This is an optimization exercise on Yosys and OpenROAD, whose aim is a short achievable clock period and few clock cycles, not a production implementation. Only simulation tests tie the RTL to the original design; equivalence was not proved. Power is estimated from default activity; no workload was simulated.

`flow/run.sh`:
```
#!/bin/bash
# synth_recipe.tcl (not shown) runs the flow's synth.tcl, then flattens the netlist and writes it again
# the make line also repeats each setting of config.mk as NAME=value (left out here)
make -C /OpenROAD-flow-scripts/flow DESIGN_CONFIG=/design/flow/config.mk WORK_HOME=/design/flow/orfs CLKGATE_MAP_FILE= SYNTH_SCRIPT=/design/flow/synth_recipe.tcl finish
```
`flow/config.mk`:
```
export PLATFORM = sky130hd
export DESIGN_NAME = mips
export DESIGN_NICKNAME = mips
export VERILOG_FILES = /design/flow/design.v
export SDC_FILE = /design/flow/constraint.sdc
export NUM_CORES = 4
export LEC_CHECK = 0
export ABC_CLOCK_PERIOD_IN_PS = 2800
export CAP_MARGIN = 20
export CORE_MARGIN = 2
export CORE_UTILIZATION = 40
export GPL_TIMING_DRIVEN = 1
export SETUP_SLACK_MARGIN = 4.6
export SLEW_MARGIN = 20
```
`flow/constraint.sdc`:
```
create_clock -name core_clock -period 7.5 [get_ports {clk}]
set_input_delay 1.5000 -clock core_clock [delete_from_list [all_inputs] [get_ports {clk}]]
set_output_delay 1.5000 -clock core_clock [all_outputs]
set_load 0.01 [all_outputs]
```
`flow/design.v`:
```
module ALU(
    input [31:0] a,
    input [31:0] b,
    input cin,
    input [31:0] kill,
    output [31:0] s,
    output [31:0] s_n,   
    output eq            
);
wire [31:0] ab = a & b;
wire [31:0] g0 = ab & ~kill;
wire [31:0] p0 = (a | b) & ~g0;
wire [31:0] g1, p1, g2, p2, g3, p3, g4, p4, g5, p5;
wire [31:0] gi = {g0[31:1], g0[0] | (p0[0] & cin)};
genvar k;
generate
for (k = 0; k < 32; k = k + 1) begin : lvl
    if (k >= 1) begin : l1
        assign g1[k] = gi[k] | (p0[k] & gi[k-1]);
        assign p1[k] = p0[k] & p0[k-1];
    end else begin : l1z
        assign g1[k] = gi[k];
        assign p1[k] = p0[k];
    end
    if (k >= 2) begin : l2
        assign g2[k] = g1[k] | (p1[k] & g1[k-2]);
        assign p2[k] = p1[k] & p1[k-2];
    end else begin : l2z
        assign g2[k] = g1[k];
        assign p2[k] = p1[k];
    end
    if (k >= 4) begin : l3
        assign g3[k] = g2[k] | (p2[k] & g2[k-4]);
        assign p3[k] = p2[k] & p2[k-4];
    end else begin : l3z
        assign g3[k] = g2[k];
        assign p3[k] = p2[k];
    end
    if (k >= 8) begin : l4
        assign g4[k] = g3[k] | (p3[k] & g3[k-8]);
        assign p4[k] = p3[k] & p3[k-8];
    end else begin : l4z
        assign g4[k] = g3[k];
        assign p4[k] = p3[k];
    end
    if (k >= 16) begin : l5
        assign g5[k] = g4[k] | (p4[k] & g4[k-16]);
        assign p5[k] = p4[k] & p4[k-16];
    end else begin : l5z
        assign g5[k] = g4[k];
        assign p5[k] = p4[k];
    end
end
endgenerate
assign eq = ~|p0;
assign s = p0 ^ {g5[30:0], cin};
assign s_n = p0 ^ ~{g5[30:0], cin};
endmodule
module mips(
    input clk,
    input reset,
    input [31:0] i_inst_rdata,
    input [31:0] m_data_rdata,
    output [31:0] i_inst_addr,
    output [31:0] m_data_addr,
    output [31:0] m_data_wdata,
    output m_data_we,
    output [31:0] m_inst_addr,
    output w_grf_we,
    output [4:0] w_grf_addr,
    output [31:0] w_grf_wdata,
    output [31:0] w_inst_addr
);
reg [31:0] pc;
reg [31:0] d_ir;
reg        d_kill;      
reg        d_hazard;    
reg        d_c_add, d_c_sub, d_c_jr, d_c_ori, d_c_lui, d_c_lw, d_c_sw;
reg        d_c_beq, d_c_beqa, d_c_j, d_c_jal;
reg [4:0]  d_c_dest;
reg [31:0] d_pc;
reg [31:0] d_pcp4;
reg [31:0] d_pcp8;
reg [31:0] d_rsv;       
reg [31:0] d_rtv;
reg        d_rs_e, d_rs_m, d_rs_w, d_rs_x;    
reg        d_rt_e, d_rt_m, d_rt_w, d_rt_x;    
reg [31:0] e_a;
reg [31:0] e_b;         
reg [31:0] e_sd;
reg        e_sd_ld;     
reg        e_sd_alu;    
reg        e_sub;
reg [15:0] e_kill;      
reg        e_beq;       
reg        e_load;
reg        e_store;
reg        e_we;
reg [4:0]  e_dest;
reg [31:0] e_pc;
reg [31:0] e_target;
reg [31:0] m_res;
reg [31:0] m_sd;
reg        m_load;
reg        m_store;
reg        m_we;
reg [4:0]  m_dest;
reg [31:0] m_pc;
reg [31:0] w_value;
reg        w_we;
reg [4:0]  w_dest;
reg [31:0] w_pc;
reg [31:0] x_value;     
reg [31:0] grf_regs [1:31];
wire [31:0] m_value = m_load ? m_data_rdata : m_res;
wire [31:0] e_res;
wire [31:0] e_res_n;
wire e_eq;
ALU ALU(.a(e_a), .b(e_b), .cin(e_sub), .kill({16'd0, e_kill}), .s(e_res), .s_n(e_res_n), .eq(e_eq));
wire e_redirect = e_beq && e_eq;
wire [31:0] esd = e_sd_ld ? m_data_rdata : e_sd_alu ? m_res : e_sd;
wire [5:0] d_op = d_ir[31:26];
wire [5:0] d_fn = d_ir[5:0];
wire [4:0] d_rs = d_ir[25:21];
wire [4:0] d_rt = d_ir[20:16];
wire [4:0] d_rd = d_ir[15:11];
wire [15:0] d_imm = d_ir[15:0];
wire d_ok = !d_kill;
wire d_add = d_ok && d_c_add;
wire d_sub = d_ok && d_c_sub;
wire d_jr  = d_ok && d_c_jr;
wire d_ori = d_ok && d_c_ori;
wire d_lui = d_ok && d_c_lui;
wire d_lw  = d_ok && d_c_lw;
wire d_sw  = d_ok && d_c_sw;
wire d_beq = d_ok && d_c_beq;
wire d_j   = d_ok && d_c_j;
wire d_jal = d_ok && d_c_jal;
wire d_we = d_add | d_sub | d_ori | d_lui | d_lw | d_jal;
wire [4:0] d_dest = d_ok ? d_c_dest : 5'd0;
wire [31:0] rs_val = d_rs_m ? m_value : d_rs_w ? w_value : d_rs_x ? x_value : d_rsv;
wire [31:0] rt_val = d_rt_m ? m_value : d_rt_w ? w_value : d_rt_x ? x_value : d_rtv;
wire d_use_rs = d_add | d_sub | d_ori | d_lw | d_sw | d_beq;    
wire d_use_rt = d_add | d_sub | d_beq;                          
wire d_beq_always = d_beq && d_c_beqa;
wire d_beq_cond = d_beq && !d_c_beqa;
wire stall = d_hazard && !d_kill;
wire [31:0] d_sext = {{16{d_imm[15]}}, d_imm};
wire [31:0] d_jtarget = {d_pcp4[31:28], d_ir[25:0], 2'b00};
wire [31:0] d_btarget = d_pcp4 + {d_sext[29:0], 2'b00};
wire d_redirect = d_j | d_jal | d_jr | d_beq_always;
wire [31:0] d_target = d_jr ? rs_val : d_beq ? d_btarget : d_jtarget;
wire [31:0] pc_early = stall ? pc : d_redirect ? d_target : pc_p4;
wire [31:0] a_early = d_jal ? d_pcp8 : d_lui ? 32'd0 : rs_val;
wire [31:0] b_early = d_add | d_beq ? rt_val :
                      d_sub ? ~rt_val :
                      d_ori ? {16'd0, d_imm} :
                      d_lui ? {d_imm, 16'd0} :
                      d_jal ? 32'd0 : d_sext;
wire a_from_e = d_rs_e && !(d_lui | d_jal);
wire b_from_e = d_rt_e && (d_add | d_sub | d_beq);
wire sd_from_e = d_rt_e;
wire [31:0] e_res_b = d_sub ? e_res_n : e_res;
wire [31:0] pc_p4 = pc + 32'd4;
wire [31:0] pc_p8 = pc + 32'd8;
assign i_inst_addr = pc;
wire [4:0] f_rs = i_inst_rdata[25:21];
wire [4:0] f_rt = i_inst_rdata[20:16];
wire f_rs_nz = (f_rs != 5'd0);
wire f_rt_nz = (f_rt != 5'd0);
wire [5:0] f_op = i_inst_rdata[31:26];
wire [5:0] f_fn = i_inst_rdata[5:0];
wire f_rtype = (f_op == 6'h00);
wire f_add = f_rtype && (f_fn == 6'h20);
wire f_sub = f_rtype && (f_fn == 6'h22);
wire f_jr = f_rtype && (f_fn == 6'h08);
wire f_ori = (f_op == 6'h0d);
wire f_lui = (f_op == 6'h0f);
wire f_lw  = (f_op == 6'h23);
wire f_sw  = (f_op == 6'h2b);
wire f_beq = (f_op == 6'h04);
wire f_j   = (f_op == 6'h02);
wire f_jal = (f_op == 6'h03);
wire [4:0] f_dest = (f_add | f_sub) ? i_inst_rdata[15:11] :
                    (f_ori | f_lui | f_lw) ? f_rt :
                    f_jal ? 5'd31 : 5'd0;
wire f_use_rs = (f_rtype && (f_fn == 6'h20 || f_fn == 6'h22)) ||
                f_op == 6'h0d || f_op == 6'h23 || f_op == 6'h2b || f_op == 6'h04;
wire f_use_rt = (f_rtype && (f_fn == 6'h20 || f_fn == 6'h22)) || f_op == 6'h04;
wire f_rs_d = f_rs_nz && (f_rs == d_dest);
wire f_rt_d = f_rt_nz && (f_rt == d_dest);
wire f_hazard = (f_jr && f_rs_d) ||
                (d_lw && ((f_rs_d && f_use_rs) || (f_rt_d && f_use_rt)));
wire [31:0] f_rsv = f_rs_nz ? grf_regs[f_rs] : 32'd0;
wire [31:0] f_rtv = f_rt_nz ? grf_regs[f_rt] : 32'd0;
always @(posedge clk) begin
    if (reset) begin
        pc <= 32'h00003000;
        d_ir <= 32'd0;
        d_kill <= 1'b0;
        d_hazard <= 1'b0;
        d_c_add <= 1'b0;
        d_c_sub <= 1'b0;
        d_c_jr <= 1'b0;
        d_c_ori <= 1'b0;
        d_c_lui <= 1'b0;
        d_c_lw <= 1'b0;
        d_c_sw <= 1'b0;
        d_c_beq <= 1'b0;
        d_c_beqa <= 1'b0;
        d_c_j <= 1'b0;
        d_c_jal <= 1'b0;
        d_c_dest <= 5'd0;
        d_rs_e <= 1'b0;
        d_rs_m <= 1'b0;
        d_rs_w <= 1'b0;
        d_rs_x <= 1'b0;
        d_rt_e <= 1'b0;
        d_rt_m <= 1'b0;
        d_rt_w <= 1'b0;
        d_rt_x <= 1'b0;
    end else begin
        pc <= e_redirect ? e_target : pc_early;
        if (!stall) begin
            d_ir <= i_inst_rdata;
            d_kill <= e_redirect;
            d_hazard <= f_hazard;
            d_c_add <= f_add;
            d_c_sub <= f_sub;
            d_c_jr <= f_jr;
            d_c_ori <= f_ori;
            d_c_lui <= f_lui;
            d_c_lw <= f_lw;
            d_c_sw <= f_sw;
            d_c_beq <= f_beq;
            d_c_beqa <= (f_rs == f_rt);
            d_c_j <= f_j;
            d_c_jal <= f_jal;
            d_c_dest <= f_dest;
            d_pc <= pc;
            d_pcp4 <= pc_p4;
            d_pcp8 <= pc_p8;
            d_rsv <= f_rsv;
            d_rtv <= f_rtv;
            d_rs_e <= f_rs_d;
            d_rs_m <= f_rs_nz && (f_rs == e_dest);
            d_rs_w <= f_rs_nz && (f_rs == m_dest);
            d_rs_x <= f_rs_nz && (f_rs == w_dest);
            d_rt_e <= f_rt_d;
            d_rt_m <= f_rt_nz && (f_rt == e_dest);
            d_rt_w <= f_rt_nz && (f_rt == m_dest);
            d_rt_x <= f_rt_nz && (f_rt == w_dest);
        end else begin
            d_rsv <= rs_val;
            d_rtv <= rt_val;
            d_hazard <= 1'b0;
            d_rs_e <= 1'b0;
            d_rs_m <= d_rs_e;
            d_rs_w <= d_rs_m;
            d_rs_x <= d_rs_w;
            d_rt_e <= 1'b0;
            d_rt_m <= d_rt_e;
            d_rt_w <= d_rt_m;
            d_rt_x <= d_rt_w;
        end
    end
end
always @(posedge clk) begin
    if (reset || stall) begin
        e_sd_ld <= 1'b0;
        e_sd_alu <= 1'b0;
        e_sub <= 1'b0;
        e_kill <= 16'd0;
        e_beq <= 1'b0;
        e_load <= 1'b0;
        e_store <= 1'b0;
        e_we <= 1'b0;
        e_dest <= 5'd0;
    end else begin
        e_sd_ld <= sd_from_e && e_load;
        e_sd_alu <= sd_from_e && !e_load;
        e_sub <= d_sub;
        e_kill <= d_ori ? d_imm : 16'd0;
        e_beq <= d_beq_cond;
        e_load <= d_lw;
        e_store <= d_sw;
        e_we <= d_we;
        e_dest <= d_dest;
    end
    e_a <= a_from_e ? e_res : a_early;
    e_b <= b_from_e ? e_res_b : b_early;
    e_sd <= rt_val;
    e_pc <= d_pc;
    e_target <= d_btarget;
end
always @(posedge clk) begin
    if (reset) begin
        m_load <= 1'b0;
        m_store <= 1'b0;
        m_we <= 1'b0;
        m_dest <= 5'd0;
    end else begin
        m_load <= e_load;
        m_store <= e_store;
        m_we <= e_we;
        m_dest <= e_dest;
    end
    m_res <= e_res;
    m_sd <= esd;
    m_pc <= e_pc;
end
always @(posedge clk) begin
    if (reset) begin
        w_we <= 1'b0;
        w_dest <= 5'd0;
    end else begin
        w_we <= m_we;
        w_dest <= m_dest;
    end
    w_value <= m_value;
    w_pc <= m_pc;
    x_value <= w_value;
end
integer i;
always @(posedge clk) begin
    if (reset) begin
        for (i = 1; i < 32; i = i + 1)
            grf_regs[i] <= 32'd0;
    end else if (w_dest != 5'd0) begin
        grf_regs[w_dest] <= w_value;
    end
end
assign m_data_addr = m_res;
assign m_data_wdata = m_sd;
assign m_data_we = m_store;
assign m_inst_addr = m_pc;
assign w_grf_we = w_we;
assign w_grf_addr = w_dest;
assign w_grf_wdata = w_value;
assign w_inst_addr = w_pc;
endmodule
```
==> results of run 1 <==
flip-flops by register name, indices dropped and copies added, names as in the netlist, 5 cells and up:
register,count
grf_regs,1024
d_pc,32
d_rsv,32
d_rtv,32
e_a,32
e_b,32
e_sd,32
e_target,32
m_pc,32
m_res,32
m_sd,32
pc,32
w_pc,32
w_value,32
x_value,32
d_pcp4,30
e_pc,30
d_pcp8,29
d_ir,26
e_kill,16
d_c_dest,5
e_dest,5
m_dest,5
w_dest,5
synthesized netlist by cell type (19+ instances only):
| cell type | count |
|---|---|
| sky130_fd_sc_hd__edfxtp_1 | 1179 |
| sky130_fd_sc_hd__and2_1 | 994 |
| sky130_fd_sc_hd__dfxtp_1 | 476 |
| sky130_fd_sc_hd__mux4_2 | 472 |
| sky130_fd_sc_hd__clkbuf_1 | 468 |
| sky130_fd_sc_hd__nand2_1 | 350 |
| sky130_fd_sc_hd__nor2_1 | 349 |
| sky130_fd_sc_hd__mux2i_1 | 319 |
| sky130_fd_sc_hd__a21oi_1 | 314 |
| sky130_fd_sc_hd__o21ai_0 | 235 |
| sky130_fd_sc_hd__xnor2_1 | 103 |
| sky130_fd_sc_hd__mux2_2 | 93 |
| sky130_fd_sc_hd__nor3_1 | 88 |
| sky130_fd_sc_hd__o22ai_1 | 79 |
| sky130_fd_sc_hd__buf_1 | 76 |
| sky130_fd_sc_hd__a221oi_1 | 61 |
| sky130_fd_sc_hd__nand3_1 | 55 |
| sky130_fd_sc_hd__buf_2 | 50 |
| sky130_fd_sc_hd__ha_1 | 48 |
| sky130_fd_sc_hd__o221ai_1 | 48 |
| sky130_fd_sc_hd__a21o_1 | 44 |
| sky130_fd_sc_hd__o31ai_1 | 43 |
| sky130_fd_sc_hd__inv_1 | 42 |
| sky130_fd_sc_hd__nor2b_1 | 42 |
| sky130_fd_sc_hd__xor2_1 | 42 |
| sky130_fd_sc_hd__and3_1 | 33 |
| sky130_fd_sc_hd__a211oi_1 | 32 |
| sky130_fd_sc_hd__nand4_1 | 29 |
| sky130_fd_sc_hd__a22o_1 | 19 |
| sky130_fd_sc_hd__a31oi_1 | 19 |
| sky130_fd_sc_hd__o21a_1 | 19 |
layout make-up:
cell class              count  area [sq um]
clock inverters            90           917
clock buffers             246          4970
repair inverters            1          8.76
fillers                 17500        103000
multi-input cells        4210         37200
diodes                     11          27.5
inverters                  43           199
well taps                2688          3360
flip-flops and latches   1655         45300
repair buffers            832          9320
power groups by stage:
stage	logic, W	registers [W]	clock network (W)
floorplan	0.00200	0.0110	0
finish	0.00595	0.0109	0.00899
detailed placement	0.00395	0.0111	0
CTS	0.00545	0.0109	0.00901
global route	0.00602	0.0110	0.00935
global placement	0.00392	0.0110	0
critical path: stages, from the launching register on:
cell	delay, ns
sky130_fd_sc_hd__dfxtp_4	0.38
sky130_fd_sc_hd__ha_4	0.15
sky130_fd_sc_hd__inv_2	0.04
sky130_fd_sc_hd__fa_2	0.35
sky130_fd_sc_hd__nor2b_2	0.13
sky130_fd_sc_hd__o21ai_2	0.07
sky130_fd_sc_hd__a21boi_2	0.14
sky130_fd_sc_hd__o211ai_1	0.12
sky130_fd_sc_hd__buf_4	0.19
sky130_fd_sc_hd__a211oi_4	0.29
sky130_fd_sc_hd__o21ai_4	0.14
sky130_fd_sc_hd__a21oi_4	0.15
sky130_fd_sc_hd__o2111a_1	0.26
sky130_fd_sc_hd__nor3_1	0.06
sky130_fd_sc_hd__or3b_1	0.39
sky130_fd_sc_hd__a211oi_2	0.30
placed cells by master, fill, tap and decap left out, types with 30 or more instances in the layout:
cell type                         Yosys  layout
sky130_fd_sc_hd__conb_1               1      32
sky130_fd_sc_hd__dfxtp_2              0      57
sky130_fd_sc_hd__nor3_1              88      59
sky130_fd_sc_hd__a21o_1              44      44
sky130_fd_sc_hd__nand2_1            350     340
sky130_fd_sc_hd__nor2_1             349     302
sky130_fd_sc_hd__buf_4                4     351
sky130_fd_sc_hd__dfxtp_1            476     350
sky130_fd_sc_hd__o221ai_1            48      45
sky130_fd_sc_hd__clkbuf_16            0     192
sky130_fd_sc_hd__o21ai_4              0      30
sky130_fd_sc_hd__bufbuf_16            0      38
sky130_fd_sc_hd__ha_1                48      35
sky130_fd_sc_hd__o31ai_1             43      39
sky130_fd_sc_hd__edfxtp_1          1179    1179
sky130_fd_sc_hd__and2_1             994     994
sky130_fd_sc_hd__buf_16               0      31
sky130_fd_sc_hd__o21ai_0            235     161
sky130_fd_sc_hd__o22ai_1             79      69
sky130_fd_sc_hd__clkinv_2             0      30
sky130_fd_sc_hd__mux4_2             472     472
sky130_fd_sc_hd__buf_2               50     134
sky130_fd_sc_hd__clkbuf_1           468      48
sky130_fd_sc_hd__dfxtp_4              0      69
sky130_fd_sc_hd__xnor2_1            103      81
sky130_fd_sc_hd__xor2_1              42      37
sky130_fd_sc_hd__nor2b_1             42      33
sky130_fd_sc_hd__clkdlybuf4s50_1      0      52
sky130_fd_sc_hd__inv_1               42      39
sky130_fd_sc_hd__mux2i_1            319     316
sky130_fd_sc_hd__mux2_2              93      89
sky130_fd_sc_hd__a21oi_1            314     279
sky130_fd_sc_hd__nand3_1             55      48
sky130_fd_sc_hd__buf_12               0      79
sky130_fd_sc_hd__o21ai_1             13      47
sky130_fd_sc_hd__and3_1              33      32
sky130_fd_sc_hd__buf_6                0     117
how the worst max path moves through the flow:
| stage | to | cells after the start | from |
|---|---|---|---|
| after floorplan | d_rsv[10]$_DFFE_PN_ | 7 | i_inst_rdata[21] |
| after detailed placement | d_rtv[18]$_DFFE_PN_ | 7 | i_inst_rdata[16] |
| final | pc[30]$_SDFFE_PP0P_ | 15 | d_ir[0]$_SDFFE_PP0N_ |
| after global routing | e_a[28]$_DFF_P_ | 18 | e_a[0]$_DFF_P_ |
| after global placement | d_rsv[22]$_DFFE_PN_ | 6 | i_inst_rdata[22] |
| after CTS | w_grf_addr[0] | 1 | w_dest[0]$_SDFF_PP0_ |
metrics by stage:
| step | util, % | hold slack (ns) | power [W] | instance area, sq um | setup WS [ns] |
|---|---|---|---|---|---|
| after floorplan | - | 0.310 | 0.0130 | 83300 | 4.14 |
| after detailed placement | 43.2 | 0.312 | 0.0150 | 88200 | 2.58 |
| final | 49.6 | 0.326 | 0.0259 | 101000 | 4.20 |
| after global routing | 49.6 | 0.330 | 0.0264 | 101000 | 4.04 |
| after global placement | 43.2 | 0.311 | 0.0150 | 88100 | 2.51 |
| after CTS | 48.8 | 0.326 | 0.0254 | 99600 | 4.12 |
routing by layer:
metal | vias to the layer above | wire length [um]
met3 | 922 | 52300
met2 | 4668 | 147000
met4 | 30 | 21000
li1 | 25100 | -
met1 | 31300 | 124000
met5 | - | 252
cells by family (layout without fill, tap and decap cells):
kind of cell / after synthesis / count (layout) / synth area share [%]
AO/OA/AOI/OAI: 1055 / 1055 / 8.29
buffers and inverters: 641 / 1212 / 3.03
multiplexers: 884 / 884 / 18.1
other: 1 / 43 / 0.00458
adder cells (fa/ha/maj): 49 / 49 / 0.757
XOR/XNOR: 150 / 150 / 1.65
flip-flops: 1655 / 1655 / 54.8
AND/OR/NAND/NOR: 2032 / 2040 / 13.3
what timing repair did:
item | 4_1_cts | 5_1_grt
setup endpoints to repair | 1372 | 576
resized for setup | 1488 | 193
cloned | 55 | 10
buffers inserted | 223 | 77
pin swaps | 127 | 119
==> results_tabular.tex, run 1 <==
\begin{tabular}{lr}
\hline
Metric & Value \\
\hline
\multicolumn{2}{l}{\textbf{Place}} \\
Cell count after placement & 9064 \\
GPL Wtd Cong & 0.955 \\
PortBufs & 264 \\
Placed wire-length estimate after detailed placement & 196000 um \\
\multicolumn{2}{l}{\textbf{Pwr}} \\
Total power per unit cell area & 255 nW/um\^{}2 \\
Flop pwr share & 42.2\% \\
Peak supply drop & 0.244 mV \\
Relative contribution of the clock network to total power & 34.8\% \\
Pleak & 38.0 nW \\
Switching share of power & 30.9\% \\
P\_int & 0.0179 W \\
Switching power & 0.00800 W \\
Combinational power share & 23.0\% \\
\multicolumn{2}{l}{\textbf{STA}} \\
Final worst path period share & 43.9\% \\
Number of failing hold endpoints at the final stage & 0 \\
Clock period minus final worst setup slack & 3.30 ns \\
Headroom to the max-slew limit & 17.4\% \\
Setup\_tns & 0 ns \\
Setup-violating endpoint count in the final report & 0 \\
Highest clock frequency the design can meet & 0.303 GHz \\
Transition time at the pin with the least slew margin & 1.23 ns \\
Setup repair after global routing missed its margin & yes \\
Final Skew & 0.0597 ns \\
Slew Viols, Final & 0 \\
\multicolumn{2}{l}{\textbf{Synthesis}} \\
Proportion of register bits with asynchronous set or reset after synthesis & 0\% \\
Post-synthesis register bit count & 1655 \\
Mean area per synthesized cell & 12.7 sq um \\
Sequential area share after synthesis & 54.8\% \\
Number of warnings reported in the yosys synthesis log & 1 \\
Unique masters post-synth & 94 \\
Top\_reg\_cell synth & sky130\_fd\_sc\_hd\_\_edfxtp\_1 \\
Synthesized cell area & 81900 sq um \\
Top-area cell type share of the netlist area & 43.2\% \\
Synthesized netlist cell count & 6467 \\
Most area-consuming cells after synthesis & sky130\_fd\_sc\_hd\_\_edfxtp\_1 (43\%), sky130\_fd\_sc\_hd\_\_mux4\_2 (13\%), sky130\_fd\_sc\_hd\_\_dfxtp\_1 (12\%) \\
Number of enable flip-flop cells after synthesis & 1179 \\
Leading area contributor after synthesis & sky130\_fd\_sc\_hd\_\_edfxtp\_1 \\
\multicolumn{2}{l}{\textbf{Route}} \\
Vias & 62000 \\
Detailed Routing Iterations Pass 1 & 6 \\
Iter 0 DRT Violations & 9791 \\
Count of nets left with antenna violations after detail routing & 0 \\
\# DRC & 0 \\
Total length of routed wires & 345000 um \\
Number of vias per cell after detailed routing & 6.35 \\
Routed WL per cell & 35.3 um \\
\multicolumn{2}{l}{\textbf{Run}} \\
\# Max-Cap Violations & 0 \\
\multicolumn{2}{l}{\textbf{GRT}} \\
Wire length of the first global-routing pass & 471000 um \\
Global routing met1 resource utilization & 41.1\% \\
Met3 usage in global routing & 12.6\% \\
Met2 usage in global routing & 47.0\% \\
Gr ovfl total & 0 \\
Routing layer with the top usage in global route & met2 \\
Via count of the first global-routing pass & 58700 \\
Maximum number of pins on one net before global-route repair & 101 \\
Global Route Usage Sum & 32.1\% \\
Initial antenna violation count & 47 \\
\multicolumn{2}{l}{\textbf{Floorplanning}} \\
Die width & 457 um \\
Starting utilization of the core area & 40.1\% \\
Full die area & 209000 sq um \\
Chip height & 457 um \\
Top-level I/O count & 265 \\
Placeable core region & 204000 sq um \\
Number of placement rows & 166 \\
\multicolumn{2}{l}{\textbf{Critical path}} \\
Worst reg-to-reg setup slack & 4.20 ns \\
Startpoint of the worst register-to-register path & d\_ir[0]\$\_SDFFE\_PP0N\_ \\
Startpoint kind of the worst setup timing path & flop \\
Highest fanout seen on the critical path & 3 \\
Sort of element at the end of the critical path & flop \\
Terminus of the critical flop-to-flop path & pc[30]\$\_SDFFE\_PP0P\_ \\
Required time at the worst-slack endpoint & 8.24 ns \\
Class of the most critical setup path & flop to flop \\
Worst path arrival time & 4.04 ns \\
Path depth of the worst reg2reg path & 15 \\
\multicolumn{2}{l}{\textbf{CTS}} \\
Clock network latency to the later pin of the worst-skew pair & 0.87 ns \\
Clock tree from TritonCTS & yes \\
Clock Tree Buf Depth & 3 \\
Clock H-tree levels & 4 \\
Hold\_buf cts & 0 \\
CTS Root Buffer Type & sky130\_fd\_sc\_hd\_\_clkbuf\_16 \\
Clock Pin Slew Worst Setup and Hold Paths & 0.06 ns \\
Clock sinks & 1655 \\
Cts bufs inserted & 181 \\
\multicolumn{2}{l}{\textbf{Run status}} \\
Result of the run & no timing/DRC/antenna violations \\
\multicolumn{2}{l}{\textbf{Finish}} \\
Final Non-Filler Cells & 9776 \\
Share of final-layout standard cells stronger than drive strength 1 & 29.5\% \\
Area growth from synthesis to layout & 23.6\% \\
Final net count & 7039 \\
\multicolumn{2}{l}{\textbf{Worst hold path}} \\
Worst hold path depth & 0 \\
Sink of the worst hold path & m\_pc[6]\$\_DFF\_P\_ \\
Hold WC Path Type & flop to flop \\
Worst Min Path Start & e\_pc[6]\$\_DFF\_P\_ \\
\hline
\end{tabular}
Testbench counts, summed over its fixed seeds: cycles 57,432.
==> inputs of run 2 (changes only) <==
--- a/flow/design.v
+++ b/flow/design.v
@@ -4,3 +4,3 @@
     input cin,
-    input [31:0] kill,
+    input or_mode,
     output [31:0] s,
@@ -10,3 +10,3 @@
 wire [31:0] ab = a & b;
-wire [31:0] g0 = ab & ~kill;
+wire [31:0] g0 = ab & {32{~or_mode}};
 wire [31:0] p0 = (a | b) & ~g0;
@@ -55,4 +55,4 @@
 assign eq = ~|p0;
-assign s = p0 ^ {g5[30:0], cin};
-assign s_n = p0 ^ ~{g5[30:0], cin};
+assign s = p0 ^ {g5[30:0], cin & ~or_mode};
+assign s_n = p0 ^ ~{g5[30:0], cin & ~or_mode};
 endmodule
@@ -93,3 +93,3 @@
 reg        e_sub;
-reg [15:0] e_kill;      
+reg        e_or;
 reg        e_beq;       
@@ -118,3 +118,3 @@
 wire e_eq;
-ALU ALU(.a(e_a), .b(e_b), .cin(e_sub), .kill({16'd0, e_kill}), .s(e_res), .s_n(e_res_n), .eq(e_eq));
+ALU ALU(.a(e_a), .b(e_b), .cin(e_sub), .or_mode(e_or), .s(e_res), .s_n(e_res_n), .eq(e_eq));
 wire e_redirect = e_beq && e_eq;
@@ -272,3 +272,3 @@
         e_sub <= 1'b0;
-        e_kill <= 16'd0;
+        e_or <= 1'b0;
         e_beq <= 1'b0;
@@ -282,3 +282,3 @@
         e_sub <= d_sub;
-        e_kill <= d_ori ? d_imm : 16'd0;
+        e_or <= d_ori | d_lui;
         e_beq <= d_beq_cond;
==> results_tabular.tex, run 2 <==
\begin{tabular}{lr}
\hline
Metric & Value \\
\hline
\multicolumn{2}{l}{\textbf{Run status}} \\
Result of the run & no timing/DRC/antenna violations \\
\multicolumn{2}{l}{\textbf{CTS}} \\
CTS Root Buffer Type & sky130\_fd\_sc\_hd\_\_clkbuf\_16 \\
Clock Tree Buf Depth & 3 (unchanged) \\
Clock network latency to the later pin of the worst-skew pair & 0.86 ns (about the same) \\
Clock sinks & 1640 (-0.91\%) \\
Clock tree from TritonCTS & yes \\
Clock H-tree levels & 4 (unchanged) \\
Hold\_buf cts & 0 (unchanged) \\
Clock Pin Slew Worst Setup and Hold Paths & 0.06 ns (about the same) \\
Cts bufs inserted & 181 (unchanged) \\
\multicolumn{2}{l}{\textbf{Finish}} \\
Final Non-Filler Cells & 10000 (+2.3\%) \\
Fill count & 17800 (+1.8\%) \\
Share of final-layout standard cells stronger than drive strength 1 & 29.8\% (+0.28 points) \\
Max reg flops & 1024 (unchanged) \\
Area growth from synthesis to layout & 23.1\% \\
Cell area after layout & 102000 sq um (+1.0\%) \\
Most common library cell in the layout ignoring fill and taps & sky130\_fd\_sc\_hd\_\_edfxtp\_1 \\
Multi-input combinational cell area & 38400 sq um (+3.3\%) \\
Register with the most flip-flops & grf\_regs \\
FF/Latch Area & 45000 sq um (-0.55\%) \\
Highest-count cells in the layout ignoring fill and taps & sky130\_fd\_sc\_hd\_\_edfxtp\_1 (1179), sky130\_fd\_sc\_hd\_\_and2\_1 (1006), sky130\_fd\_sc\_hd\_\_mux4\_2 (478) \\
Final net count & 7229 (+2.7\%) \\
\multicolumn{2}{l}{\textbf{STA}} \\
Transition time at the pin with the least slew margin & 1.26 ns (+0.0332 ns) \\
Hold slack & 0.320 ns (-0.00612 ns) \\
Final worst path period share & 45.1\% (+1.1 points) \\
Final Skew & 0.0366 ns (-0.0231 ns) \\
Setup repair after global routing missed its margin & yes \\
Slew Viols, Final & 0 (unchanged) \\
Headroom to the max-slew limit & 15.5\% (-1.9 points) \\
Clock period minus final worst setup slack & 3.38 ns (+0.0862 ns) \\
Setup-violating endpoint count in the final report & 0 (unchanged) \\
Number of failing hold endpoints at the final stage & 0 (unchanged) \\
Highest clock frequency the design can meet & 0.296 GHz (-2.6\%) \\
Setup\_tns & 0 ns (unchanged) \\
\multicolumn{2}{l}{\textbf{Route}} \\
Iter 0 DRT Violations & 9961 (+1.7\%) \\
Number of vias per cell after detailed routing & 6.41 (+0.98\%) \\
Total length of routed wires & 352000 um (+2.0\%) \\
Routed WL per cell & 35.1 um (-0.35\%) \\
\# DRC & 0 (unchanged) \\
Detailed Routing Iterations Pass 1 & 8 (+2) \\
Vias & 64100 (+3.3\%) \\
Count of nets left with antenna violations after detail routing & 0 (unchanged) \\
\multicolumn{2}{l}{\textbf{Synthesis}} \\
Synthesized netlist cell count & 6702 (+3.6\%) \\
Sequential area share after synthesis & 53.7\% (-1.2 points) \\
Proportion of register bits with asynchronous set or reset after synthesis & 0\% (unchanged) \\
Leading area contributor after synthesis & sky130\_fd\_sc\_hd\_\_edfxtp\_1 \\
Simple-gate portion of the synthesized area & 13.6\% (+0.29 points) \\
Number of warnings reported in the yosys synthesis log & 1 (unchanged) \\
Share of the synthesized area in compound gates (AO/OA/AOI/OAI) & 9.10\% (+0.81 points) \\
Post-Synth Adder-Cell Area & 0.638\% (-0.12 points) \\
Most area-consuming cells after synthesis & sky130\_fd\_sc\_hd\_\_edfxtp\_1 (43\%), sky130\_fd\_sc\_hd\_\_mux4\_2 (13\%), sky130\_fd\_sc\_hd\_\_dfxtp\_1 (11\%) \\
Multiplexer share of the synthesized area & 18.0\% (-0.13 points) \\
Main combinational cell family by area after synthesis & multiplexers \\
List of most frequent post-synthesis cells & sky130\_fd\_sc\_hd\_\_edfxtp\_1 (1179), sky130\_fd\_sc\_hd\_\_and2\_1 (1008), sky130\_fd\_sc\_hd\_\_mux4\_2 (478) \\
Post-synthesis register bit count & 1640 (-0.91\%) \\
Number of enable flip-flop cells after synthesis & 1179 (unchanged) \\
Top\_reg\_cell synth & sky130\_fd\_sc\_hd\_\_edfxtp\_1 \\
Top-area cell type share of the netlist area & 42.6\% (-0.63 points) \\
Mean area per synthesized cell & 12.4 sq um (-2.1\%) \\
Synthesized cell area & 83200 sq um (+1.5\%) \\
Unique masters post-synth & 101 (+7.4\%) \\
Most used standard cell by instance count after synthesis & sky130\_fd\_sc\_hd\_\_edfxtp\_1 \\
Share of the synthesized netlist area taken by xor and xnor gates & 1.72\% (+0.075 points) \\
\multicolumn{2}{l}{\textbf{Floorplanning}} \\
Top-level I/O count & 265 (unchanged) \\
Starting utilization of the core area & 40.2\% (+0.066 points) \\
Number of placement rows & 167 (+0.60\%) \\
Die width & 460 um (+0.73\%) \\
Full die area & 212000 sq um (+1.5\%) \\
Placeable core region & 207000 sq um (+1.3\%) \\
Chip height & 460 um (+0.73\%) \\
\multicolumn{2}{l}{\textbf{Pwr}} \\
Pleak & 38.2 nW (+0.60\%) \\
Flop pwr share & 42.0\% (-0.2 points) \\
Total chip power & 0.0259 W (about the same) \\
P\_int & 0.0180 W (+0.56\%) \\
Total power per unit cell area & 253 nW/um\^{}2 (-1.1\%) \\
Relative contribution of the clock network to total power & 35.1\% (+0.3 points) \\
Switching share of power & 30.5\% (-0.43 points) \\
Peak supply drop & 0.214 mV (-12\%) \\
Combinational power share & 23.0\% (about the same) \\
Switching power & 0.00788 W (-1.5\%) \\
\multicolumn{2}{l}{\textbf{Critical path}} \\
Terminus of the critical flop-to-flop path & e\_b[14]\$\_DFF\_P\_ \\
Worst path arrival time & 4.09 ns (+0.05 ns) \\
Kind of cell with the highest combined delay on the critical path & compound AO/OA/AOI/OAI gates \\
Path depth of the worst reg2reg path & 18 (+3) \\
Most frequent cell on the critical path & sky130\_fd\_sc\_hd\_\_buf\_6 \\
Crit path buffers/inverters & 5 (+3) \\
Sort of element at the end of the critical path & flop \\
Required time at the worst-slack endpoint & 8.21 ns (-0.03 ns) \\
Class of the most critical setup path & flop to flop \\
Highest fanout seen on the critical path & 5 (+2) \\
Largest stage delay on the critical path & 0.40 ns (about the same) \\
Cell with the biggest individual delay on the critical path & sky130\_fd\_sc\_hd\_\_dfxtp\_4 \\
Worst reg-to-reg setup slack & 4.12 ns (-0.09 ns) \\
Worst path depth & 18 (+3) \\
Cells along the critical path & buf\_6, and3b\_1, nor2\_2, ha\_4, nand2b\_4, o311a\_1, o211a\_1, o21ai\_4, buf\_4, buf\_6, a311oi\_4, a211oi\_4, buf\_6, o21ba\_2, nor3\_2, buf\_4, and3\_1, a31oi\_1 \\
Startpoint of the worst register-to-register path & e\_or\$\_SDFF\_PN0\_ \\
Startpoint kind of the worst setup timing path & flop \\
\multicolumn{2}{l}{\textbf{Worst hold path}} \\
Worst hold path depth & 0 (unchanged) \\
Sink of the worst hold path & m\_pc[5]\$\_DFF\_P\_ \\
Worst Min Path Start & e\_pc[5]\$\_DFF\_P\_ \\
Hold WC Path Type & flop to flop \\
\multicolumn{2}{l}{\textbf{Place}} \\
PortBufs & 264 (unchanged) \\
GPL Wtd Cong & 0.988 (+3.4\%) \\
Cell count after placement & 9270 (+2.3\%) \\
Placed cell area & 89200 sq um (+1.2\%) \\
Placed wire-length estimate after detailed placement & 199000 um (+1.4\%) \\
\multicolumn{2}{l}{\textbf{Run}} \\
\# Max-Cap Violations & 0 (unchanged) \\
\multicolumn{2}{l}{\textbf{GRT}} \\
Gr ovfl total & 0 (unchanged) \\
Wire length of the first global-routing pass & 477000 um (+1.3\%) \\
Initial antenna violation count & 33 (-30\%) \\
Maximum number of pins on one net before global-route repair & 128 (+27\%) \\
Via count of the first global-routing pass & 60800 (+3.6\%) \\
Global Route Usage Sum & 32.3\% (+0.18 points) \\
\hline
\end{tabular}
-- run 2: cell count changes after synthesis, sizes merged, moves of 25 or more --
| cell | change |
|---|---|
| buf | +25 |
| or2 | +27 |
| nand2 | +63 |
| o211ai | +29 |
| xor2 | +35 |
| nor2 | -27 |
-- run 2: what timing repair did --
action / CTS / global route
endpoints found under the setup margin: 2053 / 591
gates resized for setup: 1504 / 216
buffers inserted: 228 / 90
pin swaps: 77 / 105
gates cloned: 52 / 10
-- run 2: area by class of cell --
type	instances	share of cell area, %
Clock inverter	81	0.731
Tap cell	2704	3.31
Timing Repair inverter	1	0.0110
Inverter	51	0.247
Antenna cell	19	0.0465
Clock buffer	254	5.06
Multi-Input combinational cell	4410	37.6
Sequential cell	1640	44.0
Timing Repair Buffer	845	9.05
-- run 2: power by group through the flow --
stage               combinational, W  clock (W)  sequential (W)
floorplan                    0.00211          0          0.0109
detailed placement           0.00396          0          0.0110
finish                       0.00594    0.00907          0.0108
global placement             0.00393          0          0.0110
global route                 0.00600    0.00944          0.0109
CTS                          0.00548    0.00911          0.0108
-- run 2: cells by family (layout without fill, tap and decap cells) --
group                    Yosys count  after routing
adder cells (fa/ha/maj)           44             44
buffers and inverters            685           1232
AO/OA/AOI/OAI                   1167           1167
multiplexers                     888            888
AND/OR/NAND/NOR                 2115           2117
flip-flops                      1640           1640
other                              1             51
XOR/XNOR                         162            162
-- run 2: metal layers --
| metal | vias up | wire (um) | GRT usage [%] |
|---|---|---|---|
| met3 | 1044 | 49000 | 9.94 |
| met4 | 24 | 24500 | 18.7 |
| met2 | 4890 | 150000 | 47.5 |
| met5 | - | 162 | 0 |
| li1 | 26000 | - | - |
| met1 | 32200 | 128000 | 41.9 |
-- run 2: worst max-delay path by stage --
stage	from	endpoint	slack, ns
2_1_floorplan	i_inst_rdata[21]	d_rsv[21]$_DFFE_PN_	4.14
6_report	e_or$_SDFF_PN0_	e_b[14]$_DFF_P_	4.12
3_3_place_gp	i_inst_rdata[16]	d_rtv[1]$_DFFE_PN_	2.76
5_1_grt	e_or$_SDFF_PN0_	e_b[14]$_DFF_P_	4.09
3_5_place_dp	i_inst_rdata[16]	d_rtv[1]$_DFFE_PN_	2.75
4_1_cts	e_or$_SDFF_PN0_	e_b[30]$_DFF_P_	4.22
-- run 2: metrics by stage --
| step | setup slack [ns] | util (%) |
|---|---|---|
| after global placement | 2.76 | 43.1 |
| after floorplan | 4.14 | - |
| final | 4.12 | 49.5 |
| after detailed placement | 2.75 | 43.1 |
| after CTS | 4.22 | 48.5 |
| after global routing | 4.09 | 49.5 |
Testbench counts of run 2, summed over its fixed seeds: cycles 57,432.

-- port drivers added, routing unchanged --
Ports are ideal in the flow. The routed layouts listed here were re-timed in OpenROAD.
Step 1 (the two cells are an assumption about what drives the block):
set clk [get_ports {clk}]
set_driving_cell -lib_cell sky130_fd_sc_hd__clkbuf_16 $clk
set_driving_cell -lib_cell sky130_fd_sc_hd__buf_2 [delete_from_list [all_inputs] $clk]
Step 2 times the ports against the registers' clock, not the clock port: input delays grow and output delays shrink by t, the midpoint of the rising clock arrivals with the driver on.
a / b / c = ideal / step 1 / step 2; a / b = the first two.
run | shift t [ns] | setup slack, ns | slew at the worst register clock pin (ns)
run 1 | 0.934 | 4.205 / 4.205 / 3.352 | 0.07 / 0.07
run 2 | 0.942 | 4.118 / 4.118 / 3.446 | 0.07 / 0.07
After both steps every run listed still meets setup and hold. For run 1, which loses most, drivers alone change the setup slack by 0.000 ns; drivers and shift together by -0.853 ns.
